From an optimization exercise on the open Yosys and OpenROAD flow, aimed at small area; shortcuts taken in it are not production practice.
The RTL was checked by simulation tests, not by an equivalence proof against the original design.

== wip/harbor ==
## icarus_core
module icarus_core(Clk, Rst, IM_Addr, IM_Data, DM_Addr, DM_Read, DM_WriteEn, DM_WriteData, DM_ReadData, WB_Enable, WB_Reg, WB_Data);
For scale: roughly 6,300 cells after synthesis, about 1,400 flip-flops, ~180 I/O pins.
export LEC_CHECK = 0
export CAP_MARGIN = 20
export CORE_MARGIN = 2
export CORE_UTILIZATION = 45
export CTS_BUF_LIST = sky130_fd_sc_hd__clkbuf_16
export CTS_CLUSTER_DIAMETER = 100
export CTS_CLUSTER_SIZE = 20
export PLACE_DENSITY = 0.55
export SLEW_MARGIN = 20
export SYNTH_HIERARCHICAL = 1
export SYNTH_MINIMUM_KEEP_SIZE = 0
create_clock -name core_clock -period 20.0 [get_ports {Clk}]
standard.sh (not shown) runs the stock make flow with config.mk's settings and CLKGATE_MAP_FILE= SYNTH_SCRIPT=/design/flow/synth_recipe.tcl, a recipe that flattens the netlist after the stock synthesis.
==> flow/flow/run.sh <==
#!/bin/bash
# Standard layout flow; the port buffers use the smallest buffer cell.
set -e
export BUFFER_PORTS_ARGS="-buffer_cell sky130_fd_sc_hd__buf_1"
bash standard.sh > standard_flow.log 2>&1
Relative to wip/harbor, the following input files were edited for wip/tundra:
--- a/flow/design.v
+++ b/flow/design.v
@@ -3414,30 +3414,20 @@
             sel_rs[k] = (rs == k) & rv[k] & ~byp_rs;
             sel_rt[k] = (rt == k) & rv[k] & ~byp_rt;
         end
     end
     wire [31:0] rd1, rd2;
     rf_rdport rp1(.q(rf), .sel(sel_rs), .byp(byp_rs), .wd(w_data), .y(rd1));
     rf_rdport rp2(.q(rf), .sel(sel_rt), .byp(byp_rt), .wd(w_data), .y(rd2));
     wire idA_mem = m_rw & (m_dest == rs) & (rs != 5'd0);
     wire idB_mem = m_rw & (m_dest == rt) & (rt != 5'd0);
-    wire [31:0] id_a, id_b;
-    wire bgz_c = (op == 6'h01) & ~byp_rt & ~idB_mem;
-    wire idB_r = ~idB_mem & ~bgz_c;
-    genvar gi;
-    generate for (gi = 0; gi < 32; gi = gi + 1) begin : idf
-        g_mux2 fa(.a(rd1[gi]), .b(m_alu[gi]), .s(idA_mem), .y(id_a[gi]));
-        if (gi < 5) begin : lo5
-            g_mux3 fb(.s0(idB_mem), .d0(m_alu[gi]), .s1(idB_r), .d1(rd2[gi]), .s2(bgz_c), .d2(rt[gi]), .y(id_b[gi]));
-        end else begin : hi27
-            g_ao22 fb(.a1(idB_mem), .a2(m_alu[gi]), .b1(idB_r), .b2(rd2[gi]), .y(id_b[gi]));
-        end
-    end endgenerate
+    wire [31:0] id_a = idA_mem ? m_alu : rd1;
+    wire [31:0] id_b = idB_mem ? m_alu : (((op == 6'h01) & ~byp_rt) ? {27'd0, rt} : rd2);
     wire bc_eq = (id_a == id_b);
     wire [31:0] ltc;
     assign ltc[0] = 1'b0;
     genvar gl;
     generate for (gl = 0; gl < 31; gl = gl + 1) begin : ltch
         g_majn lm(.a(id_a[gl]), .b(id_b[gl]), .c(ltc[gl]), .y(ltc[gl+1]));
     end endgenerate
     wire bc_lt = (id_a[31] ^ id_b[31]) ? id_a[31] : ltc[31];
     reg bc;
@@ -3670,35 +3660,34 @@
                 default: DM_WriteEn = 4'b0000;
             endcase
         end
     end
     assign DM_WriteData[7:0] = m_wd[7:0];
     assign DM_WriteData[15:8] = (m_bs == 2'b00) ? m_wd[7:0] : m_wd[15:8];
     assign DM_WriteData[23:16] = (m_bs == 2'b11) ? m_wd[23:16] : m_wd[7:0];
     assign DM_WriteData[31:24] = (m_bs == 2'b11) ? m_wd[31:24] : ((m_bs == 2'b00) ? m_wd[7:0] : m_wd[15:8]);
     wire [31:0] word = DM_ReadData;
-    wire ld_b = (m_bs == 2'b00), ld_h = (m_bs == 2'b01), ld_w = m_bs[1];
-    wire ld_ok = ld_b | (ld_h & ~ma[0]) | (ma == 2'b00);
-    wire [1:0] lane = ld_b ? ma : {ld_h & ma[1], 1'b0};
-    wire ld_sgn = (ld_b & (ma == 2'b00)) ? word[7] : word[15];
-    wire [31:0] ld;
-    genvar gm;
-    generate for (gm = 0; gm < 8; gm = gm + 1) begin : ldlo
-        wire t;
-        g_mux4 lm(.d0(word[gm]), .d1(word[8+gm]), .d2(word[16+gm]), .d3(word[24+gm]), .s0(lane[0]), .s1(lane[1]), .y(t));
-        assign ld[gm] = ld_ok & t;
-    end endgenerate
-    generate for (gm = 8; gm < 16; gm = gm + 1) begin : ldmid
-        assign ld[gm] = ld_ok & (ld_b ? ld_sgn : (lane[1] ? word[16+gm] : word[gm]));
-    end endgenerate
-    generate for (gm = 16; gm < 32; gm = gm + 1) begin : ldhi
-        assign ld[gm] = ld_ok & (ld_w ? word[gm] : ld_sgn);
-    end endgenerate
+    reg [31:0] ld;
+    always @(*) begin
+        ld = 32'd0;
+        case (m_bs)
+            2'b11: if (ma == 2'b00) ld = word;
+            2'b00: case (ma)
+                2'b00: ld = {{24{word[7]}}, word[7:0]};
+                2'b01: ld = {{24{word[15]}}, word[15:8]};
+                2'b10: ld = {{24{word[15]}}, word[23:16]};
+                default: ld = {{24{word[15]}}, word[31:24]};
+            endcase
+            2'b01: if (ma == 2'b00) ld = {{16{word[15]}}, word[15:0]};
+                   else if (ma == 2'b10) ld = {{16{word[15]}}, word[31:16]};
+            default: ld = 32'd0;
+        endcase
+    end
     always @(posedge Clk) begin
         if (Rst) w_rw <= 1'b0;
         else w_rw <= m_rw;
         w_data <= m_mr ? ld : m_alu;
         w_dest <= m_dest;
     end
     assign WB_Enable = w_rw;
     assign WB_Reg = w_dest;
     assign WB_Data = w_data;
@@ -3735,19 +3724,9 @@
     input a1, a2, b1, b2, c;
     output y;
     assign y = (a1 & a2) | (b1 & b2) | c;
 endmodule
 module g_mux4(d0, d1, d2, d3, s0, s1, y);
     input d0, d1, d2, d3, s0, s1;
     output y;
     assign y = s1 ? (s0 ? d3 : d2) : (s0 ? d1 : d0);
 endmodule
-module g_mux2(a, b, s, y);
-    input a, b, s;
-    output y;
-    assign y = s ? b : a;
-endmodule
-module g_ao22(a1, a2, b1, b2, y);
-    input a1, a2, b1, b2;
-    output y;
-    assign y = (a1 & a2) | (b1 & b2);
-endmodule
==> run summary <==
On slew of the pin with the lowest slew margin: wip/tundra sits below wip/harbor. wip/tundra vs wip/harbor: cell area up in wip/tundra. Diff wip/tundra..wip/harbor | non-clock buffer contribution to total cell area | negligible. Cell area after placement grows by a few percent when moving from wip/harbor to wip/tundra. Relative to wip/harbor, non-clock buffer count increased by 17 in wip/tundra. From wip/harbor to wip/tundra the numbers moved as follows: area after synthesis up 0.0019 mm2, global-route wire length before repair up about 5%. Global-route track usage on met1: lower on wip/harbor. Between wip/harbor and wip/tundra, the difference in initial core utilization is negligible. Compare wip/harbor and wip/tundra | worst setup slack higher: wip/harbor. [compare] base=wip/harbor new=wip/tundra: post-synthesis area per instance went down; routed length on met2 grew by 4700 um.

* * *

Setup of zinc:
icarus_core again, from the RTL that the note above started with.
make LEC_CHECK=0 CAP_MARGIN=20 CORE_MARGIN=2 CORE_UTILIZATION=45 CTS_BUF_LIST=sky130_fd_sc_hd__clkbuf_16 CTS_CLUSTER_DIAMETER=100 CTS_CLUSTER_SIZE=20 PLACE_DENSITY=0.55 SLEW_MARGIN=20 SYNTH_HIERARCHICAL=1 SYNTH_MINIMUM_KEEP_SIZE=0 finish   # period 20.0 ns
run.sh (not shown) runs the stock make flow with config.mk's settings and CLKGATE_MAP_FILE= SYNTH_SCRIPT=/design/flow/synth_recipe.tcl, a recipe that flattens the netlist after the stock synthesis.
Stock flow here: none of the scripts above is used.
Modified inputs, pepper compared to zinc
--- a/flow/design.v
+++ b/flow/design.v
@@ -3416,26 +3416,16 @@
         end
     end
     wire [31:0] rd1, rd2;
     rf_rdport rp1(.q(rf), .sel(sel_rs), .byp(byp_rs), .wd(w_data), .y(rd1));
     rf_rdport rp2(.q(rf), .sel(sel_rt), .byp(byp_rt), .wd(w_data), .y(rd2));
     wire idA_mem = m_rw & (m_dest == rs) & (rs != 5'd0);
     wire idB_mem = m_rw & (m_dest == rt) & (rt != 5'd0);
-    wire [31:0] id_a, id_b;
-    wire bgz_c = (op == 6'h01) & ~byp_rt & ~idB_mem;
-    wire idB_r = ~idB_mem & ~bgz_c;
-    genvar gi;
-    generate for (gi = 0; gi < 32; gi = gi + 1) begin : idf
-        g_mux2 fa(.a(rd1[gi]), .b(m_alu[gi]), .s(idA_mem), .y(id_a[gi]));
-        if (gi < 5) begin : lo5
-            g_mux3 fb(.s0(idB_mem), .d0(m_alu[gi]), .s1(idB_r), .d1(rd2[gi]), .s2(bgz_c), .d2(rt[gi]), .y(id_b[gi]));
-        end else begin : hi27
-            g_ao22 fb(.a1(idB_mem), .a2(m_alu[gi]), .b1(idB_r), .b2(rd2[gi]), .y(id_b[gi]));
-        end
-    end endgenerate
+    wire [31:0] id_a = idA_mem ? m_alu : rd1;
+    wire [31:0] id_b = idB_mem ? m_alu : (((op == 6'h01) & ~byp_rt) ? {27'd0, rt} : rd2);
     wire bc_eq = (id_a == id_b);
     wire [31:0] ltc;
     assign ltc[0] = 1'b0;
     genvar gl;
     generate for (gl = 0; gl < 31; gl = gl + 1) begin : ltch
         g_majn lm(.a(id_a[gl]), .b(id_b[gl]), .c(ltc[gl]), .y(ltc[gl+1]));
     end endgenerate
@@ -3672,31 +3662,30 @@
         end
     end
     assign DM_WriteData[7:0] = m_wd[7:0];
     assign DM_WriteData[15:8] = (m_bs == 2'b00) ? m_wd[7:0] : m_wd[15:8];
     assign DM_WriteData[23:16] = (m_bs == 2'b11) ? m_wd[23:16] : m_wd[7:0];
     assign DM_WriteData[31:24] = (m_bs == 2'b11) ? m_wd[31:24] : ((m_bs == 2'b00) ? m_wd[7:0] : m_wd[15:8]);
     wire [31:0] word = DM_ReadData;
-    wire ld_b = (m_bs == 2'b00), ld_h = (m_bs == 2'b01), ld_w = m_bs[1];
-    wire ld_ok = ld_b | (ld_h & ~ma[0]) | (ma == 2'b00);
-    wire [1:0] lane = ld_b ? ma : {ld_h & ma[1], 1'b0};
-    wire ld_sgn = (ld_b & (ma == 2'b00)) ? word[7] : word[15];
-    wire [31:0] ld;
-    genvar gm;
-    generate for (gm = 0; gm < 8; gm = gm + 1) begin : ldlo
-        wire t;
-        g_mux4 lm(.d0(word[gm]), .d1(word[8+gm]), .d2(word[16+gm]), .d3(word[24+gm]), .s0(lane[0]), .s1(lane[1]), .y(t));
-        assign ld[gm] = ld_ok & t;
-    end endgenerate
-    generate for (gm = 8; gm < 16; gm = gm + 1) begin : ldmid
-        assign ld[gm] = ld_ok & (ld_b ? ld_sgn : (lane[1] ? word[16+gm] : word[gm]));
-    end endgenerate
-    generate for (gm = 16; gm < 32; gm = gm + 1) begin : ldhi
-        assign ld[gm] = ld_ok & (ld_w ? word[gm] : ld_sgn);
-    end endgenerate
+    reg [31:0] ld;
+    always @(*) begin
+        ld = 32'd0;
+        case (m_bs)
+            2'b11: if (ma == 2'b00) ld = word;
+            2'b00: case (ma)
+                2'b00: ld = {{24{word[7]}}, word[7:0]};
+                2'b01: ld = {{24{word[15]}}, word[15:8]};
+                2'b10: ld = {{24{word[15]}}, word[23:16]};
+                default: ld = {{24{word[15]}}, word[31:24]};
+            endcase
+            2'b01: if (ma == 2'b00) ld = {{16{word[15]}}, word[15:0]};
+                   else if (ma == 2'b10) ld = {{16{word[15]}}, word[31:16]};
+            default: ld = 32'd0;
+        endcase
+    end
     always @(posedge Clk) begin
         if (Rst) w_rw <= 1'b0;
         else w_rw <= m_rw;
         w_data <= m_mr ? ld : m_alu;
         w_dest <= m_dest;
     end
     assign WB_Enable = w_rw;
@@ -3737,17 +3726,7 @@
     assign y = (a1 & a2) | (b1 & b2) | c;
 endmodule
 module g_mux4(d0, d1, d2, d3, s0, s1, y);
     input d0, d1, d2, d3, s0, s1;
     output y;
     assign y = s1 ? (s0 ? d3 : d2) : (s0 ? d1 : d0);
 endmodule
-module g_mux2(a, b, s, y);
-    input a, b, s;
-    output y;
-    assign y = s ? b : a;
-endmodule
-module g_ao22(a1, a2, b1, b2, y);
-    input a1, a2, b1, b2;
-    output y;
-    assign y = (a1 & a2) | (b1 & b2);
-endmodule
### Flow results
- Per the comparison of pepper with zinc, area taken by flip-flops and latches ~0 delta; instance count of the mapped netlist went up by 359; proportion of layout cells with a drive suffix above 1 down 0.42 points; total number of vias grew by 5.8%.
- From zinc to pepper the numbers moved as follows: post-detailed-routing wire length climbed 19000 µm, simple-gate portion of the synthesized area increased by 0.67 points relative to the old numbers.
- Sequential share of layout area: pepper vs zinc down 0.86 points

## static timing again, ports no longer ideal
In the flow no input, the clock included, has a driving cell. The finished layouts below were timed again as built, in two steps.
Step 1: set_driving_cell puts a clkbuf_16 on Clk and a buf_2 on each other input, an assumption about the parent block.
Step 2 times the ports against the registers' clock, not the clock port: input delays grow and output delays shrink by t, the midpoint of the rising clock arrivals with the driver on.
Three values: no drivers, after step 1, after step 2; two values: the first two.
run | t (ns) | setup slack, ns | worst setup path after step 2 | clock arrival spread, ns | cell pins on the clock port's net
wip/harbor | 0.825 | 3.276 / 3.276 / 3.276 | register to register | 0.044 / 0.044 | 1
wip/tundra | 0.821 | 2.072 / 2.072 / 2.072 | register to register | 0.050 / 0.050 | 1
zinc | 0.804 | 3.082 / 3.082 / 3.082 | register to register | 0.033 / 0.032 | 1
pepper | 0.816 | 2.081 / 2.081 / 2.081 | register to register | 0.033 / 0.033 | 1
After both steps setup and hold are still met in every run listed.
